Context: an optimization exercise on an open-source flow, tuned for small area and a short achievable clock period. The choices shown serve that exercise and are no tape-out recipe. Only simulation tests tie the RTL to the original design; equivalence was not proved. Power figures rest on the tool's default switching activity, not on a simulated workload.

==> flow/design.v (excerpt) <==
module datapath(write, vsel, loada, loadb, asel, bsel, loadc, loads, datapath_in,
		 clk, readnum, writenum, shift, ALUop, Z_out, datapath_out);
  input [15:0] datapath_in;
  input clk, write, vsel, loada, loadb, asel, bsel, loadc, loads;
  input [2:0] writenum, readnum;
  input [1:0] shift, ALUop;
  output [15:0] datapath_out;
  output Z_out;
  wire [15:0] data_in, data_out, A_out, B_out, sout, Ain, Bin, ALU_out;
  wire Z;
  assign data_in = vsel ? datapath_in : datapath_out;
  regfile REGFILE (.data_in(data_in), .writenum(writenum), .write(write),
                   .readnum(readnum), .clk(clk), .data_out(data_out));
  vDFFE #(16) A (.clk(clk), .en(loada), .D(data_out), .Q(A_out));
  vDFFE #(16) B (.clk(clk), .en(loadb), .D(data_out), .Q(B_out));
  vDFFE #(16) C (.clk(clk), .en(loadc), .D(ALU_out), .Q(datapath_out));
  vDFFE status (.clk(clk), .en(loads), .D(Z), .Q(Z_out));
  shifter shifter (.in(B_out), .shift(shift), .sout(sout));
  assign Ain = asel ? 16'b0 : A_out;
  assign Bin = bsel ? {11'b0, datapath_in[4:0]} : sout;
  ALU calculator (.Ain(Ain), .Bin(Bin), .ALUop(ALUop), .out(ALU_out), .Z(Z));
endmodule
For scale: ~52 I/O pins, ~8600 um2 of cells after synthesis.
clock: 5.5 ns
lec_check: 0
abc_area: 1
cap_margin: 20
core_margin: 2
core_utilization: 40
setup_slack_margin: 2.8
slew_margin: 20
standard.sh (not shown) runs the stock make flow with config.mk's settings and CLKGATE_MAP_FILE= SYNTH_SCRIPT=/design/flow/synth_recipe.tcl, a recipe that flattens the netlist after the stock synthesis.
==> flow/flow/run.sh <==
#!/bin/bash
# Own layout flow: the standard ORFS flow (standard.sh, unchanged synthesis)
# with these changes layered on top of the standard flow's config.mk:
#  - port buffers are plain buf_2 cells instead of the delay cells
#    buffer_ports picks by default,
#  - CTS builds the clock tree from clkbuf_8 cells and adds no dummy loads,
#  - synthesis maps no half/full adder cells (ha/fa are added to the
#    don't-use list, so the adders stay plain gates for abc),
set -euo pipefail
W=$(pwd)
cat > "$W/own_config.mk" <<EOF
include $W/config.mk
export BUFFER_PORTS_ARGS = -buffer_cell sky130_fd_sc_hd__buf_2
export DONT_USE_CELLS = sky130_fd_sc_hd__ha_1 sky130_fd_sc_hd__ha_2 sky130_fd_sc_hd__ha_4 sky130_fd_sc_hd__fa_1 sky130_fd_sc_hd__fa_2 sky130_fd_sc_hd__fa_4
export CTS_ARGS = -sink_clustering_enable -repair_clock_nets -dont_use_dummy_load -buf_list sky130_fd_sc_hd__clkbuf_8
EOF
sed "s#DESIGN_CONFIG=[^ ]*#DESIGN_CONFIG=$W/own_config.mk#" standard.sh > own_standard.sh
bash own_standard.sh > "$W/flow_make.log" 2>&1
The first run produced a clean layout.
Change:
--- a/flow/flow/run.sh
+++ b/flow/flow/run.sh
@@ -6,4 +6,2 @@
 #  - CTS builds the clock tree from clkbuf_8 cells and adds no dummy loads,
-#  - synthesis maps no half/full adder cells (ha/fa are added to the
-#    don't-use list, so the adders stay plain gates for abc),
 set -euo pipefail
@@ -13,3 +11,2 @@
 export BUFFER_PORTS_ARGS = -buffer_cell sky130_fd_sc_hd__buf_2
-export DONT_USE_CELLS = sky130_fd_sc_hd__ha_1 sky130_fd_sc_hd__ha_2 sky130_fd_sc_hd__ha_4 sky130_fd_sc_hd__fa_1 sky130_fd_sc_hd__fa_2 sky130_fd_sc_hd__fa_4
 export CTS_ARGS = -sink_clustering_enable -repair_clock_nets -dont_use_dummy_load -buf_list sky130_fd_sc_hd__clkbuf_8
SETUP_SLACK_MARGIN = 2.6   (was 2.8)
Effect:
- The new run went through all stages and came out clean
- core utilization climbs by 0.72 points
- wire length climbs by 7.7%
- final cell count climbs by 3.1%
- register-to-register slack is worse by 0.34 ns
- global-route usage drops by 0.16 points

========
Setup of run 1:
datapath, a different RTL version from the one above (not shown whole).
Size in the first run: roughly 180 flip-flops, ~52 I/O pins, ~8600 sq um of cells after synthesis.
export LEC_CHECK = 0
export ABC_AREA = 1
export CAP_MARGIN = 20
export CORE_MARGIN = 2
export CORE_UTILIZATION = 60
export PLACE_DENSITY = 0.8
export SETUP_SLACK_MARGIN = 3.0
export SLEW_MARGIN = 20
create_clock -name core_clock -period 5.5 [get_ports {clk}]
==> flow/flow/run.sh <==
#!/bin/bash
# Own layout flow: the standard ORFS flow (standard.sh, with its synthesis script)
# with these changes layered on top of the standard flow's config.mk:
#  - port buffers are plain buf_2 cells instead of the delay cells
#    buffer_ports picks by default,
#  - CTS builds the clock tree from clkbuf_8 cells and adds no dummy loads,
#  - synthesis maps no half/full adder cells (ha/fa are added to the
#    don't-use list, so the adders stay plain gates for abc),
set -euo pipefail
W=$(pwd)
cat > "$W/own_config.mk" <<EOF
include $W/config.mk
export BUFFER_PORTS_ARGS = -buffer_cell sky130_fd_sc_hd__buf_2
export DONT_USE_CELLS = sky130_fd_sc_hd__ha_1 sky130_fd_sc_hd__ha_2 sky130_fd_sc_hd__ha_4 sky130_fd_sc_hd__fa_1 sky130_fd_sc_hd__fa_2 sky130_fd_sc_hd__fa_4
export CTS_ARGS = -sink_clustering_enable -repair_clock_nets -dont_use_dummy_load -buf_list sky130_fd_sc_hd__clkbuf_8
EOF
sed "s#DESIGN_CONFIG=[^ ]*#DESIGN_CONFIG=$W/own_config.mk#" standard.sh > own_standard.sh
bash own_standard.sh > "$W/flow_make.log" 2>&1
Run 1 did not stop at any stage, and its layout met the timing, DRC and antenna checks.
Input changes introduced in run 2 (baseline for comparison: run 1):
- swapping 3.0 for 2.9 in SETUP_SLACK_MARGIN
- clearing PLACE_DENSITY, which used to be 0.8
- swapping 60 for 40 in CORE_UTILIZATION
==> summary.txt <==
Run 2 vs run 1, logic gate share of total power went up by 0.2 points. Count of input and output buffers: run 1 vs run 2 identical. Summary of run 2 over run 1: worst setup slack fell 86 ps; synthesis-stage register bit count essentially unchanged; share of final layout cell area taken by clock buffers and inverters closely matched the old numbers. Number of core rows: run 2 and run 1 compared, higher one is run 2.
--- input diff run 2..run 3 ---
- changing SETUP_SLACK_MARGIN from 2.9 to 3.0
==> comparison <==
Average wire per cell in the routed design grows slightly when moving from run 2 to run 3.
In terms of met3 track demand over resource, run 3 and run 2 differ only marginally.
Run 3 vs. run 2: number of instances resized during post-cts repair moved up; worst-margin pin slew fell by 31 ps.
Diff run 3 and run 2: final critical path time including I/O delays and setup lower in run 3
Comparing run 3 and run 2, the higher setup slack was measured on run 3.

separate check: timing with driven ports:
No port has a modelled driver above. Below, the same layouts with a new extraction and two added sets of constraints.
Step 1 (the two cells are an assumption about what drives the block):
set clk [get_ports {clk}]
set_driving_cell -lib_cell sky130_fd_sc_hd__clkbuf_16 $clk
set_driving_cell -lib_cell sky130_fd_sc_hd__buf_2 [delete_from_list [all_inputs] $clk]
Step 2 adds t to the input delays and takes it off the output delays; t is the mean of the earliest and latest rising clock arrival at the registers after step 1. Input paths then give back, and output paths get back, about the clock's delay inside the block.
Three values: ideal ports, drivers, drivers and shift; two values: the first two.
run	shift t [ns]	setup WS [ns]	worst setup path at the end	clock arrival spread, ns	cell pins on the clock port's net
the first run of note 1	0.463	2.880 / 2.869 / 2.406	input to register	0.039 / 0.038	1
the second run of note 1	0.478	2.738 / 2.665 / 2.188	input to register	0.041 / 0.041	1
run 1	0.481	3.073 / 3.058 / 2.577	input to register	0.032 / 0.032	1
run 2	0.474	2.987 / 2.997 / 2.524	input to register	0.041 / 0.041	1
run 3	0.486	3.050 / 2.917 / 2.431	input to register	0.041 / 0.041	1
After both steps every run listed still meets setup and hold. For run 3, which loses most, drivers alone change the setup slack by -0.133 ns; drivers and shift together by -0.619 ns.
